What follows belongs to an exercise in optimizing a design on an open flow for small area and a short achievable clock period; a production flow would make more cautious choices. No functional check of the RTL was part of any run shown here. Power is estimated from default activity; no workload was simulated.

==> flow/design.v <==
module dot9_pipe (
    input wire clk,
    input wire [15:0] a,    
    input wire [15:0] b,    
    input wire [3:0] c,     
    output wire [8:0] r     
);
reg [26:0] p1;
reg [13:0] p2;
wire n_1 = (a[0] & b[0]) ^ (a[4] & b[4]) ^ (a[8] & b[8]);
wire n_2 = ((a[0] & b[0]) & (a[4] & b[4])) | ((a[0] & b[0]) & (a[8] & b[8])) | ((a[4] & b[4]) & (a[8] & b[8]));
wire n_3 = (a[0] & b[1]) ^ (a[1] & b[0]) ^ (a[4] & b[5]);
wire n_4 = ((a[0] & b[1]) & (a[1] & b[0])) | ((a[0] & b[1]) & (a[4] & b[5])) | ((a[1] & b[0]) & (a[4] & b[5]));
wire n_5 = (a[5] & b[4]) ^ (a[8] & b[9]) ^ (a[9] & b[8]);
wire n_6 = ((a[5] & b[4]) & (a[8] & b[9])) | ((a[5] & b[4]) & (a[9] & b[8])) | ((a[8] & b[9]) & (a[9] & b[8]));
wire n_7 = (a[0] & b[2]) ^ (a[1] & b[1]) ^ (a[2] & b[0]);
wire n_8 = ((a[0] & b[2]) & (a[1] & b[1])) | ((a[0] & b[2]) & (a[2] & b[0])) | ((a[1] & b[1]) & (a[2] & b[0]));
wire n_9 = (a[4] & b[6]) ^ (a[5] & b[5]) ^ (a[6] & b[4]);
wire n_10 = ((a[4] & b[6]) & (a[5] & b[5])) | ((a[4] & b[6]) & (a[6] & b[4])) | ((a[5] & b[5]) & (a[6] & b[4]));
wire n_11 = (a[8] & b[10]) ^ (a[9] & b[9]) ^ (a[10] & b[8]);
wire n_12 = ((a[8] & b[10]) & (a[9] & b[9])) | ((a[8] & b[10]) & (a[10] & b[8])) | ((a[9] & b[9]) & (a[10] & b[8]));
wire n_13 = (a[12] & b[14]) ^ (a[13] & b[13]) ^ (a[14] & b[12]);
wire n_14 = ((a[12] & b[14]) & (a[13] & b[13])) | ((a[12] & b[14]) & (a[14] & b[12])) | ((a[13] & b[13]) & (a[14] & b[12]));
wire n_15 = ~(a[0] & b[3]) ^ (a[1] & b[2]) ^ (a[2] & b[1]);
wire n_16 = (~(a[0] & b[3]) & (a[1] & b[2])) | (~(a[0] & b[3]) & (a[2] & b[1])) | ((a[1] & b[2]) & (a[2] & b[1]));
wire n_17 = ~(a[3] & b[0]) ^ ~(a[4] & b[7]) ^ (a[5] & b[6]);
wire n_18 = (~(a[3] & b[0]) & ~(a[4] & b[7])) | (~(a[3] & b[0]) & (a[5] & b[6])) | (~(a[4] & b[7]) & (a[5] & b[6]));
wire n_19 = (a[6] & b[5]) ^ ~(a[7] & b[4]) ^ ~(a[8] & b[11]);
wire n_20 = ((a[6] & b[5]) & ~(a[7] & b[4])) | ((a[6] & b[5]) & ~(a[8] & b[11])) | (~(a[7] & b[4]) & ~(a[8] & b[11]));
wire n_21 = (a[9] & b[10]) ^ (a[10] & b[9]) ^ ~(a[11] & b[8]);
wire n_22 = ((a[9] & b[10]) & (a[10] & b[9])) | ((a[9] & b[10]) & ~(a[11] & b[8])) | ((a[10] & b[9]) & ~(a[11] & b[8]));
wire n_23 = ~(a[12] & b[15]) ^ (a[13] & b[14]) ^ (a[14] & b[13]);
wire n_24 = (~(a[12] & b[15]) & (a[13] & b[14])) | (~(a[12] & b[15]) & (a[14] & b[13])) | ((a[13] & b[14]) & (a[14] & b[13]));
wire n_25 = ~(a[1] & b[3]) ^ (a[2] & b[2]) ^ ~(a[3] & b[1]);
wire n_26 = (~(a[1] & b[3]) & (a[2] & b[2])) | (~(a[1] & b[3]) & ~(a[3] & b[1])) | ((a[2] & b[2]) & ~(a[3] & b[1]));
wire n_27 = ~(a[5] & b[7]) ^ (a[6] & b[6]) ^ ~(a[7] & b[5]);
wire n_28 = (~(a[5] & b[7]) & (a[6] & b[6])) | (~(a[5] & b[7]) & ~(a[7] & b[5])) | ((a[6] & b[6]) & ~(a[7] & b[5]));
wire n_29 = ~(a[9] & b[11]) ^ (a[10] & b[10]) ^ ~(a[11] & b[9]);
wire n_30 = (~(a[9] & b[11]) & (a[10] & b[10])) | (~(a[9] & b[11]) & ~(a[11] & b[9])) | ((a[10] & b[10]) & ~(a[11] & b[9]));
wire n_31 = ~(a[13] & b[15]) ^ (a[14] & b[14]) ^ ~(a[15] & b[13]);
wire n_32 = (~(a[13] & b[15]) & (a[14] & b[14])) | (~(a[13] & b[15]) & ~(a[15] & b[13])) | ((a[14] & b[14]) & ~(a[15] & b[13]));
wire n_33 = ~(a[2] & b[3]) ^ ~(a[3] & b[2]) ^ ~(a[6] & b[7]);
wire n_34 = (~(a[2] & b[3]) & ~(a[3] & b[2])) | (~(a[2] & b[3]) & ~(a[6] & b[7])) | (~(a[3] & b[2]) & ~(a[6] & b[7]));
wire n_35 = ~(a[7] & b[6]) ^ ~(a[10] & b[11]) ^ ~(a[11] & b[10]);
wire n_36 = (~(a[7] & b[6]) & ~(a[10] & b[11])) | (~(a[7] & b[6]) & ~(a[11] & b[10])) | (~(a[10] & b[11]) & ~(a[11] & b[10]));
wire n_37 = ~(a[14] & b[15]) ^ ~(a[15] & b[14]) ^ 1'b1;
wire n_38 = (~(a[14] & b[15]) & ~(a[15] & b[14])) | (~(a[14] & b[15]) & 1'b1) | (~(a[15] & b[14]) & 1'b1);
wire n_39 = (a[3] & b[3]) ^ (a[7] & b[7]) ^ (a[11] & b[11]);
wire n_40 = ((a[3] & b[3]) & (a[7] & b[7])) | ((a[3] & b[3]) & (a[11] & b[11])) | ((a[7] & b[7]) & (a[11] & b[11]));
wire n_41 = n_1 ^ (a[12] & b[12]) ^ c[0];
wire n_42 = (n_1 & (a[12] & b[12])) | (n_1 & c[0]) | ((a[12] & b[12]) & c[0]);
wire n_43 = n_3 ^ n_5 ^ (a[12] & b[13]);
wire n_44 = (n_3 & n_5) | (n_3 & (a[12] & b[13])) | (n_5 & (a[12] & b[13]));
wire n_45 = (a[13] & b[12]) ^ n_2 ^ c[1];
wire n_46 = ((a[13] & b[12]) & n_2) | ((a[13] & b[12]) & c[1]) | (n_2 & c[1]);
wire n_47 = n_7 ^ n_9 ^ n_11;
wire n_48 = (n_7 & n_9) | (n_7 & n_11) | (n_9 & n_11);
wire n_49 = n_13 ^ n_4 ^ n_6;
wire n_50 = (n_13 & n_4) | (n_13 & n_6) | (n_4 & n_6);
wire n_51 = n_15 ^ n_17 ^ n_19;
wire n_52 = (n_15 & n_17) | (n_15 & n_19) | (n_17 & n_19);
wire n_53 = n_21 ^ n_23 ^ ~(a[15] & b[12]);
wire n_54 = (n_21 & n_23) | (n_21 & ~(a[15] & b[12])) | (n_23 & ~(a[15] & b[12]));
wire n_55 = 1'b1 ^ n_8 ^ n_10;
wire n_56 = (1'b1 & n_8) | (1'b1 & n_10) | (n_8 & n_10);
wire n_57 = n_12 ^ n_14 ^ ~c[3];
wire n_58 = (n_12 & n_14) | (n_12 & ~c[3]) | (n_14 & ~c[3]);
wire n_59 = n_25 ^ n_27 ^ n_29;
wire n_60 = (n_25 & n_27) | (n_25 & n_29) | (n_27 & n_29);
wire n_61 = n_31 ^ 1'b1 ^ n_16;
wire n_62 = (n_31 & 1'b1) | (n_31 & n_16) | (1'b1 & n_16);
wire n_63 = n_18 ^ n_20 ^ n_22;
wire n_64 = (n_18 & n_20) | (n_18 & n_22) | (n_20 & n_22);
wire n_65 = n_33 ^ n_35 ^ n_37;
wire n_66 = (n_33 & n_35) | (n_33 & n_37) | (n_35 & n_37);
wire n_67 = n_26 ^ n_28 ^ n_30;
wire n_68 = (n_26 & n_28) | (n_26 & n_30) | (n_28 & n_30);
wire n_69 = n_39 ^ (a[15] & b[15]) ^ n_34;
wire n_70 = (n_39 & (a[15] & b[15])) | (n_39 & n_34) | ((a[15] & b[15]) & n_34);
wire n_71 = n_43 ^ n_45 ^ n_42;
wire n_72 = (n_43 & n_45) | (n_43 & n_42) | (n_45 & n_42);
wire n_73 = n_47 ^ n_49 ^ c[2];
wire n_74 = (n_47 & n_49) | (n_47 & c[2]) | (n_49 & c[2]);
wire n_75 = n_51 ^ n_53 ^ n_55;
wire n_76 = (n_51 & n_53) | (n_51 & n_55) | (n_53 & n_55);
wire n_77 = n_57 ^ n_48 ^ n_50;
wire n_78 = (n_57 & n_48) | (n_57 & n_50) | (n_48 & n_50);
wire n_79 = n_59 ^ n_61 ^ n_63;
wire n_80 = (n_59 & n_61) | (n_59 & n_63) | (n_61 & n_63);
wire n_81 = n_24 ^ n_52 ^ n_54;
wire n_82 = (n_24 & n_52) | (n_24 & n_54) | (n_52 & n_54);
wire n_83 = n_65 ^ n_67 ^ n_32;
wire n_84 = (n_65 & n_67) | (n_65 & n_32) | (n_67 & n_32);
wire n_85 = n_60 ^ n_62 ^ n_64;
wire n_86 = (n_60 & n_62) | (n_60 & n_64) | (n_62 & n_64);
wire n_87 = n_69 ^ n_36 ^ n_38;
wire n_88 = (n_69 & n_36) | (n_69 & n_38) | (n_36 & n_38);
wire n_89 = p1[2] ^ p1[3] ^ p1[4];
wire n_90 = (p1[2] & p1[3]) | (p1[2] & p1[4]) | (p1[3] & p1[4]);
wire n_91 = p1[6] ^ p1[7] ^ p1[8];
wire n_92 = (p1[6] & p1[7]) | (p1[6] & p1[8]) | (p1[7] & p1[8]);
wire n_93 = p1[9] ^ p1[10] ^ p1[11];
wire n_94 = (p1[9] & p1[10]) | (p1[9] & p1[11]) | (p1[10] & p1[11]);
wire n_95 = p1[12] ^ p1[13] ^ p1[14];
wire n_96 = (p1[12] & p1[13]) | (p1[12] & p1[14]) | (p1[13] & p1[14]);
wire n_97 = p1[15] ^ p1[16] ^ p1[17];
wire n_98 = (p1[15] & p1[16]) | (p1[15] & p1[17]) | (p1[16] & p1[17]);
wire n_99 = p1[19] ^ p1[20] ^ p1[21];
wire n_100 = (p1[19] & p1[20]) | (p1[19] & p1[21]) | (p1[20] & p1[21]);
wire n_101 = p1[24] ^ p1[25] ^ p1[26];
wire n_102 = (p1[24] & p1[25]) | (p1[24] & p1[26]) | (p1[25] & p1[26]);
wire n_103 = n_93 ^ n_95 ^ n_92;
wire n_104 = (n_93 & n_95) | (n_93 & n_92) | (n_95 & n_92);
wire n_105 = n_97 ^ p1[18] ^ n_94;
wire n_106 = (n_97 & p1[18]) | (n_97 & n_94) | (p1[18] & n_94);
wire n_107 = n_99 ^ p1[22] ^ p1[23];
wire n_108 = (n_99 & p1[22]) | (n_99 & p1[23]) | (p1[22] & p1[23]);
wire n_109 = n_105 ^ n_96 ^ n_104;
wire n_110 = (n_105 & n_96) | (n_105 & n_104) | (n_96 & n_104);
wire n_111 = n_107 ^ n_98 ^ n_106;
wire n_112 = (n_107 & n_98) | (n_107 & n_106) | (n_98 & n_106);
wire n_113 = n_101 ^ n_100 ^ n_108;
wire n_114 = (n_101 & n_100) | (n_101 & n_108) | (n_100 & n_108);
always @(posedge clk) begin
    p1[0] <= n_41;
    p1[1] <= n_71;
    p1[2] <= n_73;
    p1[3] <= n_44;
    p1[4] <= n_46;
    p1[5] <= n_72;
    p1[6] <= n_75;
    p1[7] <= n_77;
    p1[8] <= n_74;
    p1[9] <= n_79;
    p1[10] <= n_81;
    p1[11] <= n_56;
    p1[12] <= n_58;
    p1[13] <= n_76;
    p1[14] <= n_78;
    p1[15] <= n_83;
    p1[16] <= n_85;
    p1[17] <= n_80;
    p1[18] <= n_82;
    p1[19] <= n_87;
    p1[20] <= n_66;
    p1[21] <= n_68;
    p1[22] <= n_84;
    p1[23] <= n_86;
    p1[24] <= n_40;
    p1[25] <= n_70;
    p1[26] <= n_88;
    p2[0] <= p1[0];
    p2[1] <= p1[1];
    p2[2] <= n_89;
    p2[3] <= p1[5];
    p2[4] <= n_91;
    p2[5] <= n_90;
    p2[6] <= n_103;
    p2[7] <= n_109;
    p2[8] <= n_111;
    p2[9] <= n_110;
    p2[10] <= n_113;
    p2[11] <= n_112;
    p2[12] <= n_102;
    p2[13] <= n_114;
end
wire [8:0] row0 = {p2[12], p2[10], p2[8], p2[7], p2[6], p2[4], p2[2], p2[1], p2[0]};
wire [8:0] row1 = {p2[13], p2[11], p2[9], 1'b0, 1'b0, p2[5], p2[3], 1'b0, 1'b0};
assign r = row0 + row1;
endmodule
module Tensor_Crossbar_Array_4m4n4k(
    input wire clk,
    input wire rst,
    input wire start,
    input wire [15:0] cin_M_0, input wire [15:0] cin_M_1,
    input wire [15:0] cin_M_2, input wire [15:0] cin_M_3,
    input wire [15:0] cin_N_0, input wire [15:0] cin_N_1,
    input wire [15:0] cin_N_2, input wire [15:0] cin_N_3,
    input wire [15:0] cin_K_0, input wire [15:0] cin_K_1,
    input wire [15:0] cin_K_2, input wire [15:0] cin_K_3,
    output wire [15:0] data_out_col_0,
    output wire [15:0] data_out_col_1,
    output wire [15:0] data_out_col_2,
    output wire [15:0] data_out_col_3
);
localparam [2:0] S_IDLE = 3'd0, S_LOAD = 3'd1, S_MULT = 3'd2, S_ADD = 3'd3, S_OUT = 3'd4;
reg [2:0] state;
reg [2:0] f;         
reg [3:0] ec;        
wire load = (state == S_LOAD);
reg [35:0] slot [0:3];
reg [15:0] bq0, bq1, bq2, bq3;
function [15:0] bcol(input integer c);
    integer t;
    reg [15:0] m;
    begin
        for (t = 0; t < 4; t = t + 1) begin
            case (t)
                0: m = cin_M_0; 1: m = cin_M_1; 2: m = cin_M_2; default: m = cin_M_3;
            endcase
            bcol[4*t +: 4] = m[15-4*c -: 4];
        end
    end
endfunction
function [15:0] swz(input [15:0] w);
    swz = {w[3:0], w[7:4], w[11:8], w[15:12]};
endfunction
always @(posedge clk) begin
    if (load) begin
        bq0 <= bcol(0); bq1 <= bcol(1); bq2 <= bcol(2); bq3 <= bcol(3);
    end else begin
        bq0 <= bq2; bq2 <= bq0; bq1 <= bq3; bq3 <= bq1;
    end
end
reg [15:0] a_cur;
reg [2:0]  sj;       
wire [2:0] rj = ec[2:0];
always @(posedge clk) begin
    a_cur <= slot[rj[2:1]][15:0];
    sj <= rj;
end
wire [7:0] c_cur = sj[0] ? slot[sj[2:1]][31:24] : slot[sj[2:1]][23:16];
wire [8:0] res0, res1;
dot9_pipe e0 (.clk(clk), .a(a_cur), .b(bq2), .c(c_cur[3:0]), .r(res0));
dot9_pipe e1 (.clk(clk), .a(a_cur), .b(bq3), .c(c_cur[7:4]), .r(res1));
reg [7:0] wsel;
always @(posedge clk) begin
    wsel <= 8'd0;
    if (ec >= 4'd2 && ec <= 4'd9)
        wsel[ec - 4'd2] <= 1'b1;
end
integer r;
always @(posedge clk) begin
    for (r = 0; r < 4; r = r + 1) begin
        if (load) begin
            case (r)
                0: slot[r][31:0] <= {swz(cin_K_0), swz(cin_N_0)};
                1: slot[r][31:0] <= {swz(cin_K_1), swz(cin_N_1)};
                2: slot[r][31:0] <= {swz(cin_K_2), swz(cin_N_2)};
                default: slot[r][31:0] <= {swz(cin_K_3), swz(cin_N_3)};
            endcase
        end else begin
            if (wsel[2*r])
                slot[r][17:0] <= {res1, res0};
            if (wsel[2*r+1])
                slot[r][31:18] <= {res1[4:0], res0};
        end
        if (!load && wsel[2*r+1])
            slot[r][35:32] <= res1[8:5];
    end
end
reg [9:0] o0, o1, o2, o3;
assign data_out_col_0 = {{6{o0[9]}}, o0};
assign data_out_col_1 = {{6{o1[9]}}, o1};
assign data_out_col_2 = {{6{o2[9]}}, o2};
assign data_out_col_3 = {{6{o3[9]}}, o3};
function [9:0] dec(input [8:0] v);
    dec = {v[8] & (|v[7:3]), v};
endfunction
reg  [1:0]  orow;      
wire [35:0] rrow = slot[orow];
always @(posedge clk) begin
    if (rst) begin
        state <= S_IDLE;
        f <= 3'd0;
        orow <= 2'd3;
        ec <= 4'd15;
        o0 <= 10'd0; o1 <= 10'd0; o2 <= 10'd0; o3 <= 10'd0;
    end else begin
        if (state == S_IDLE) begin
            o0 <= 10'd0; o1 <= 10'd0; o2 <= 10'd0; o3 <= 10'd0;
        end else if (state == S_OUT && f != 3'd0) begin
            o0 <= dec(rrow[8:0]);
            o1 <= dec(rrow[17:9]);
            o2 <= dec(rrow[26:18]);
            o3 <= dec(rrow[35:27]);
        end
        if (ec != 4'd15)
            ec <= ec + 4'd1;
        if (start) begin
            case (state)
                S_IDLE: state <= S_LOAD;
                S_LOAD: begin state <= S_MULT; ec <= 4'd0; end
                S_MULT: if (ec >= 4'd7) state <= S_ADD;
                S_ADD:  state <= S_OUT;
                S_OUT:  if (f == 3'd4) begin f <= 3'd0; orow <= 2'd3; state <= S_IDLE; end
                        else begin f <= f + 3'd1; orow <= orow + 2'd1; end
                default: state <= S_IDLE;
            endcase
        end
    end
end
endmodule
==> flow/run.sh <==
#!/bin/bash
# synth_recipe.tcl (not shown) runs the flow's synth.tcl, then flattens the netlist and writes it again
# the make line also repeats each setting of config.mk as NAME=value (left out here)
make -C /OpenROAD-flow-scripts/flow DESIGN_CONFIG=/design/flow/config.mk WORK_HOME=/design/flow/orfs CLKGATE_MAP_FILE= SYNTH_SCRIPT=/design/flow/synth_recipe.tcl finish
==> flow/config.mk <==
export PLATFORM = sky130hd
export DESIGN_NAME = Tensor_Crossbar_Array_4m4n4k
export DESIGN_NICKNAME = Tensor_Crossbar_Array_4m4n4k
export VERILOG_FILES = /design/flow/design.v
export SDC_FILE = /design/flow/constraint.sdc
export NUM_CORES = 4
export LEC_CHECK = 0
export CAP_MARGIN = 20
export CORE_MARGIN = 2
export CORE_UTILIZATION = 60
export SETUP_SLACK_MARGIN = 2.8
export SLEW_MARGIN = 20
==> flow/constraint.sdc <==
create_clock -name core_clock -period 5.0 [get_ports {clk}]
set_input_delay 1.0000 -clock core_clock [delete_from_list [all_inputs] [get_ports {clk}]]
set_output_delay 1.0000 -clock core_clock [all_outputs]
set_load 0.01 [all_outputs]
==> impl_metrics.yaml, run 1 <==
worst_setup_path:
  arrival_ps: 2830
  cpMaxStageDelayCell: "fa_2"
  worstSetupPathType: "reg -> reg"
  crit_fanout: 5
  crit_start: "sj[1]"
  cp-start-kind: "register"
  max_stage_delay_ps: 530
  end_kind: "register"
  rr_worst_depth: 5
  worstPathRequired_ps: 5480
  crit_chain: "buf_12, mux4_2, mux2i_4, fa_1, fa_2"
  reg2reg_slack_ps: 2650
  r2r-end: "e1.p1[7]"
  worstReg2RegStart: "sj[1]"
final_layout:
  nFillCells: 1990
  final_area_um2: 22400
  diodes: 0
  drive_above_1_share: 0.136
  final_nets: 2209
  syn2layout_area_growth_pct: 25.9
logic_synthesis:
  synth_most_common_cell: "nand2_1"
  synth_area_per_cell_um2: 10.8
  yosysSeqAreaShare: 0.497
  syn_area_um2: 17800
  synth_edf_count: 144
  yosys.area.top_type: "dfxtp_1"
  synth_top_area_share: 0.253
  synth_fp_nets: 1979
  ys_async_sr_fraction: 0
  synth_top_flop_cell: "dfxtp_1"
  synth_area_leaders: "dfxtp_1 25%, edfxtp_1 24%, fa_1 12%, nand2_1 7.8%, a21o_1 3.7%"
  synth_cell_type_count: 51
  ys_warn_count: 3
  yosys_register_bits: 369
  netlist_top_cells_count: "371 x nand2_1, 225 x dfxtp_1, 154 x inv_1"
  synthCells: 1642
routing:
  first_iter_violations: 1700
  dr.pass1.iters: 10
  drc: 0
  wirelength_um: 50500
  via_per_inst: 5.81
  wl_per_cell_um: 22.0
  drtAntennaViolNets: 0
  via_count: 13300
placed_design:
  dp_hpwl_um: 34400
  place_congestion: 0.874
  dpl_cell_area_um2: 20400
  portBuffers: 258
timing:
  post-route-min-period_ps: 2350
  fin_setup_tns_ps: 0
  finalHoldViolCount: 0
  tightest_slew_ps: 894
  finalSetupViolations: 0
  relSlewSlack: 0.400
  finalClockSkew_ps: 9.17
  worst_hold_slack_ps: 328
  rsz0062_at_grt: "true"
  maxSlewViolCount: 0
  fin_crit_sh: 0.471
  fmax_ghz: 0.425
power_and_ir_drop:
  leakage_nw: 9.48
  irDropWorstVdd_v: 0.000383
  p_per_area_nw_per_um2: 622
floorplanning:
  pin_count: 259
  core_area_um2: 29400
  num_rows: 63
  die_area_um2: 31000
  die_y_um: 176
  die_w_um: 176
  start_util: 0.605
global_route:
  grt_pass1_vias: 13300
  gr-usage-met1: 0.410
  grt-ovfl-total: 0
  grt_antenna_before_repair: 2
  busiest_layer: "met2"
  grt_max_degree: 92
  grtUsageMet3: 0.0922
  use_met2: 0.525
  grt_pass1_wl_um: 74600
  grt_util_all_layers: 0.321
min_path:
  worstHoldStart: "e0.p1[1]"
  hold_class: "reg -> reg"
  hold-path-cell-count: 0
  min_to: "e0.p2[1]"
clock_tree:
  htreeDepth: 2
  clock-sinks: 369
  cts_tree: "yes"
  clock_path_buffers: 3
  cts_buffers: 39
  worst_skew_pair.late_latency_ps: 530
  root_buffer: "clkbuf_16"
  holdBufCountCts: 0
  clk_pin_slew_ps: 60
flow_run:
  max_cap_viol_count: 0
run_status:
  run_status: "finished clean"
## per-layer routing
metal	wire length, um	vias up
met5	23	-
met4	1960	4
met3	5770	138
met2	23800	769
met1	18900	6461
li1	-	5944
## state kept, by name, indices dropped and copies added, names as in the netlist, 16 cells and up
register  cells
e1.p1        27
bq0          16
e0.p1        27
bq1          16
a_cur        16
slot        144
bq3          16
bq2          16
## logic make-up (layout without fill, tap and decap cells)
logic type / Yosys count / in the layout / share of synthesized area
mux: 61 / 61 / 0.0465
compound gates: 272 / 272 / 0.110
buf+inv: 268 / 525 / 0.0652
xor+xnor: 14 / 14 / 0.00690
simple gates: 516 / 518 / 0.128
fa+ha+maj: 142 / 142 / 0.146
flops: 369 / 369 / 0.497
## critical path, delay by kind of cell (launching register included)
kind,cells,cell delay [ps]
fa+ha+maj,2,1020
mux,2,780
flops,1,370
buf+inv,1,130
## what timing repair did
action / in CTS / in global routing
gates resized for setup: 194 / 60
buffers inserted: 28 / 6
endpoints found under the hold margin: 0 / 0
endpoints found under the setup margin: 373 / 118
cloned: 0 / 2
pin swaps: 31 / 28
## metrics by stage
stage	std cells	power [mW]	worst slack [ps]	utilization
floorplan	1642	8.64	2750	-
global placement	2185	10.2	2060	0.693
detailed placement	2185	10.5	2020	0.693
CTS	2283	13.8	2690	0.756
global route	2291	14.9	2630	0.761
finish	2291	13.9	2650	0.761
## placed cells by master, fill, tap and decap left out, types with 31 or more instances in the layout
cell,synthesis,final
a21o_1,87,87
a21oi_1,55,53
a222oi_1,48,48
and2_1,75,58
buf_4,25,35
clkbuf_16,0,42
clkdlybuf4s50_1,0,193
dfxtp_1,225,169
dfxtp_2,0,32
dlygate4sd2_1,0,36
edfxtp_1,144,144
fa_1,110,104
inv_1,154,150
mux2i_1,42,34
nand2_1,371,369
o21ai_0,34,31
## power breakdown
group          switching (mW)  leakage (nW)  internal (mW)
Sequential              0.718          3.22           4.46
Combinational            3.17          5.59           2.59
Clock                    1.18         0.664           1.81
## worst max path at each step
stage / depth (start not counted) / end / slack, ps
after detailed placement: 4 / e0.p1[7] / 2020
after global placement: 4 / e0.p1[7] / 2060
final: 5 / e1.p1[7] / 2650
after floorplan: 7 / e1.p1[1] / 2750
after CTS: 5 / e0.p1[7] / 2690
after global routing: 5 / e0.p1[7] / 2630
## cell type report
type                    instances  area [um^2]  share of cell area
clock buffers                  59         1200              0.0538
clock inverters                11          129             0.00576
flip-flops and latches        369         8960               0.400
multi-input cells            1007         8110               0.362
repair buffers                301         2910               0.130
well taps                     390          488              0.0218
inverters                     154          578              0.0258
==> run 2: changes to the inputs <==
--- a/flow/config.mk
+++ b/flow/config.mk
@@ -5,6 +5,7 @@
 export SDC_FILE = /design/flow/constraint.sdc
 export NUM_CORES = 4
 export LEC_CHECK = 0
+export ABC_AREA = 1
 export CAP_MARGIN = 20
 export CORE_MARGIN = 2
 export CORE_UTILIZATION = 60
==> impl_metrics.yaml, run 2 <==
worst_setup_path:
  cp-start-kind: "register"
  end_kind: "register"
  max_stage_delay_ps: 470
  arrival_ps: 2720
  worstPathRequired_ps: 5390
  cpMaxStageDelayCell: "fa_1"
  worstSetupPathType: "reg -> reg"
  crit_fanout: 5
  crit_chain: "nand2_4, clkinvlp_4, nand2_2, nand3_2, a21oi_2, a21oi_2, o21ai_2, fa_1, inv_2, fa_1"
final_layout:
  diodes: 0
  reg_top3: "slot: 144 flops, e0.p1: 27 flops, e1.p1: 27 flops"
  utilization: 0.757
  largest_register_ffs: 144
  regMostFlops: "slot"
  syn2layout_area_growth_pct: 24.0
  final_common_cell: "nand2_1"
  final_nets: 2613
  drive_above_1_share: 0.114
  final_cell_mix: "838 x nand2_1, 231 x inv_1, 194 x clkdlybuf4s50_1, 180 x dfxtp_1, 144 x edfxtp_1"
  final_area_um2: 22400
logic_synthesis:
  synthCells: 2058
  synth_area_per_cell_um2: 8.79
  synth_top_area_share: 0.249
  yosys.area.top_type: "dfxtp_1"
  yosysSeqAreaShare: 0.488
  ys_async_sr_fraction: 0
  syn_area_um2: 18100
  ys_warn_count: 3
  netlist_top_cells_count: "863 x nand2_1, 245 x inv_1, 225 x dfxtp_1"
  synth_fp_nets: 2395
  synth_most_common_cell: "nand2_1"
  synth_top_flop_cell: "dfxtp_1"
  synth_cell_type_count: 39
  synth_area_leaders: "dfxtp_1 25%, edfxtp_1 24%, nand2_1 18%, fa_1 12%, inv_1 5.1%"
  yosys_register_bits: 369
  synth_edf_count: 144
clock_tree:
  htreeDepth: 2
  holdBufCountCts: 0
  worst_skew_pair.late_latency_ps: 530
  cts_tree: "yes"
  clock-sinks: 369
  clk_pin_slew_ps: 60
  clock_path_buffers: 3
  root_buffer: "clkbuf_16"
  cts_buffers: 38
min_path:
  hold_class: "reg -> reg"
timing:
  post-route-min-period_ps: 2330
  rsz0062_at_grt: "true"
  setup_slack_ps: 2670
  finalClockSkew_ps: 21.0
  fmax_ghz: 0.428
  relSlewSlack: 0.458
  finalSetupViolations: 0
  finalHoldViolCount: 0
  fin_crit_sh: 0.467
  tightest_slew_ps: 812
  maxSlewViolCount: 0
  fin_setup_tns_ps: 0
routing:
  via_count: 15000
  dr.pass1.iters: 8
  wl_per_cell_um: 20.2
  wirelength_um: 54300
  first_iter_violations: 1633
  drtAntennaViolNets: 0
  drc: 0
  via_per_inst: 5.58
power_and_ir_drop:
  power_mw: 13.9
  irDropWorstVdd_v: 0.000541
  leakage_nw: 10.4
  p_per_area_nw_per_um2: 621
floorplanning:
  die_area_um2: 31600
  num_rows: 63
  pin_count: 259
  core_area_um2: 29600
  die_y_um: 178
  start_util: 0.610
  die_w_um: 178
flow_run:
  max_cap_viol_count: 0
global_route:
  grt_pass1_wl_um: 80800
  grt-ovfl-total: 0
  grt_max_degree: 103
  grt_pass1_vias: 14700
  grt_util_all_layers: 0.341
  grt_antenna_before_repair: 0
run_status:
  run_status: "finished clean"
placed_design:
  portBuffers: 258
  place_congestion: 0.950
  post-place-ws_ps: 1970
  dp_hpwl_um: 37300
  dpl_cell_area_um2: 20600
## run 2: cell types whose count changed in the layout (fill, tap and decap cells not counted), sizes merged, moves of 16 or more
| cell | before | now |
|---|---|---|
| mux4 | 16 | 0 |
| inv | 154 | 247 |
| nand3 | 14 | 37 |
| a21o | 87 | 0 |
| a222oi | 48 | 0 |
| a21oi | 55 | 94 |
| nand2 | 372 | 865 |
| o21a | 28 | 0 |
| mux2i | 43 | 0 |
| o21ai | 34 | 77 |
| or2 | 2 | 19 |
| and2 | 83 | 1 |
## run 2: power by group
part | total [mW] | leakage (nW) | switching (mW) | internal (mW)
clock | 2.81 | 0.608 | 1.15 | 1.66
sequential | 5.29 | 3.23 | 0.802 | 4.49
combinational | 5.82 | 6.52 | 3.59 | 2.24
## run 2: area by class of cell
type	count	area, um^2
Timing Repair inverter	2	15.0
Clock inverter	11	105
Multi-Input combinational cell	1325	7970
Timing Repair Buffer	291	2830
Clock buffer	58	1130
Fill cell	2162	7210
Inverter	249	957
Sequential cell	369	8940
Tap cell	390	488
## run 2: timing repair
action / CTS / global route
gates cloned: 3 / 1
buffers inserted: 12 / 12
pin swaps: 15 / 37
endpoints found under the setup margin: 354 / 225
gates resized for setup: 187 / 104
## run 2: logic make-up (layout without fill, tap and decap cells)
logic type / count (synthesis) / after routing / synth area share
simple gates: 966 / 966 / 0.212
flops: 369 / 369 / 0.488
buf+inv: 364 / 611 / 0.0871
compound gates: 208 / 208 / 0.0646
fa+ha+maj: 142 / 142 / 0.144
xor+xnor: 9 / 9 / 0.00436
## run 2: critical path, delay by kind of cell, from the launching register on
kind | cells | cell delay [ps]
compound gates | 3 | 430
fa+ha+maj | 2 | 870
buf+inv | 2 | 240
flops | 1 | 380
simple gates | 3 | 280
## run 2: per-stage QoR
stage / cells / hold WS [ps]
5_1_grt: 2695 / 333
4_1_cts: 2682 / 327
2_1_floorplan: 2058 / 310
6_report: 2695 / 323
3_5_place_dp: 2598 / 312
3_3_place_gp: 2598 / 311
## run 2: per-layer routing
| metal | up-vias | wire length (um) | GRT usage |
|---|---|---|---|
| li1 | 6820 | - | - |
| met1 | 7110 | 20700 | 0.455 |
| met2 | 936 | 24200 | 0.519 |
| met3 | 164 | 6520 | 0.0934 |
| met4 | 2 | 2820 | 0.157 |
| met5 | - | 67 | 0.0176 |
## run 2: path summary, 6_finish.rpt
kind	from	to	slack [ps]	depth (start not counted)
max	sj[1]	e0.p1[1]	2670	10
min	e0.p1[1]	e0.p2[1]	320	0
max reg2reg	sj[1]	e0.p1[1]	2670	10
min reg2reg	e0.p1[1]	e0.p2[1]	320	0

-- static timing again, ports no longer ideal --
In the flow no input, the clock included, has a driving cell. The finished layouts below were timed again as built, in two steps. Step 1: set_driving_cell puts a clkbuf_16 on clk and a buf_2 on each other input, an assumption about the parent block. Step 2 also shifts input and output timing later by t, the mid clock arrival at the registers, as if the neighbouring blocks saw the same clock. Three values: no drivers, after step 1, after step 2; two values: the first two.
run	shift t [ns]	setup WS [ns]	worst slew at a driven data input, ns	cell pins on the clock port's net
run 1	0.579	2.646 / 2.646 / 2.524	0.08	1
run 2	0.573	2.665 / 2.665 / 2.208	0.07	1
After both steps every run listed still meets setup and hold. The setup slack of run 2, which loses most, moves by 0.000 ns with the drivers and by -0.457 ns with both steps.
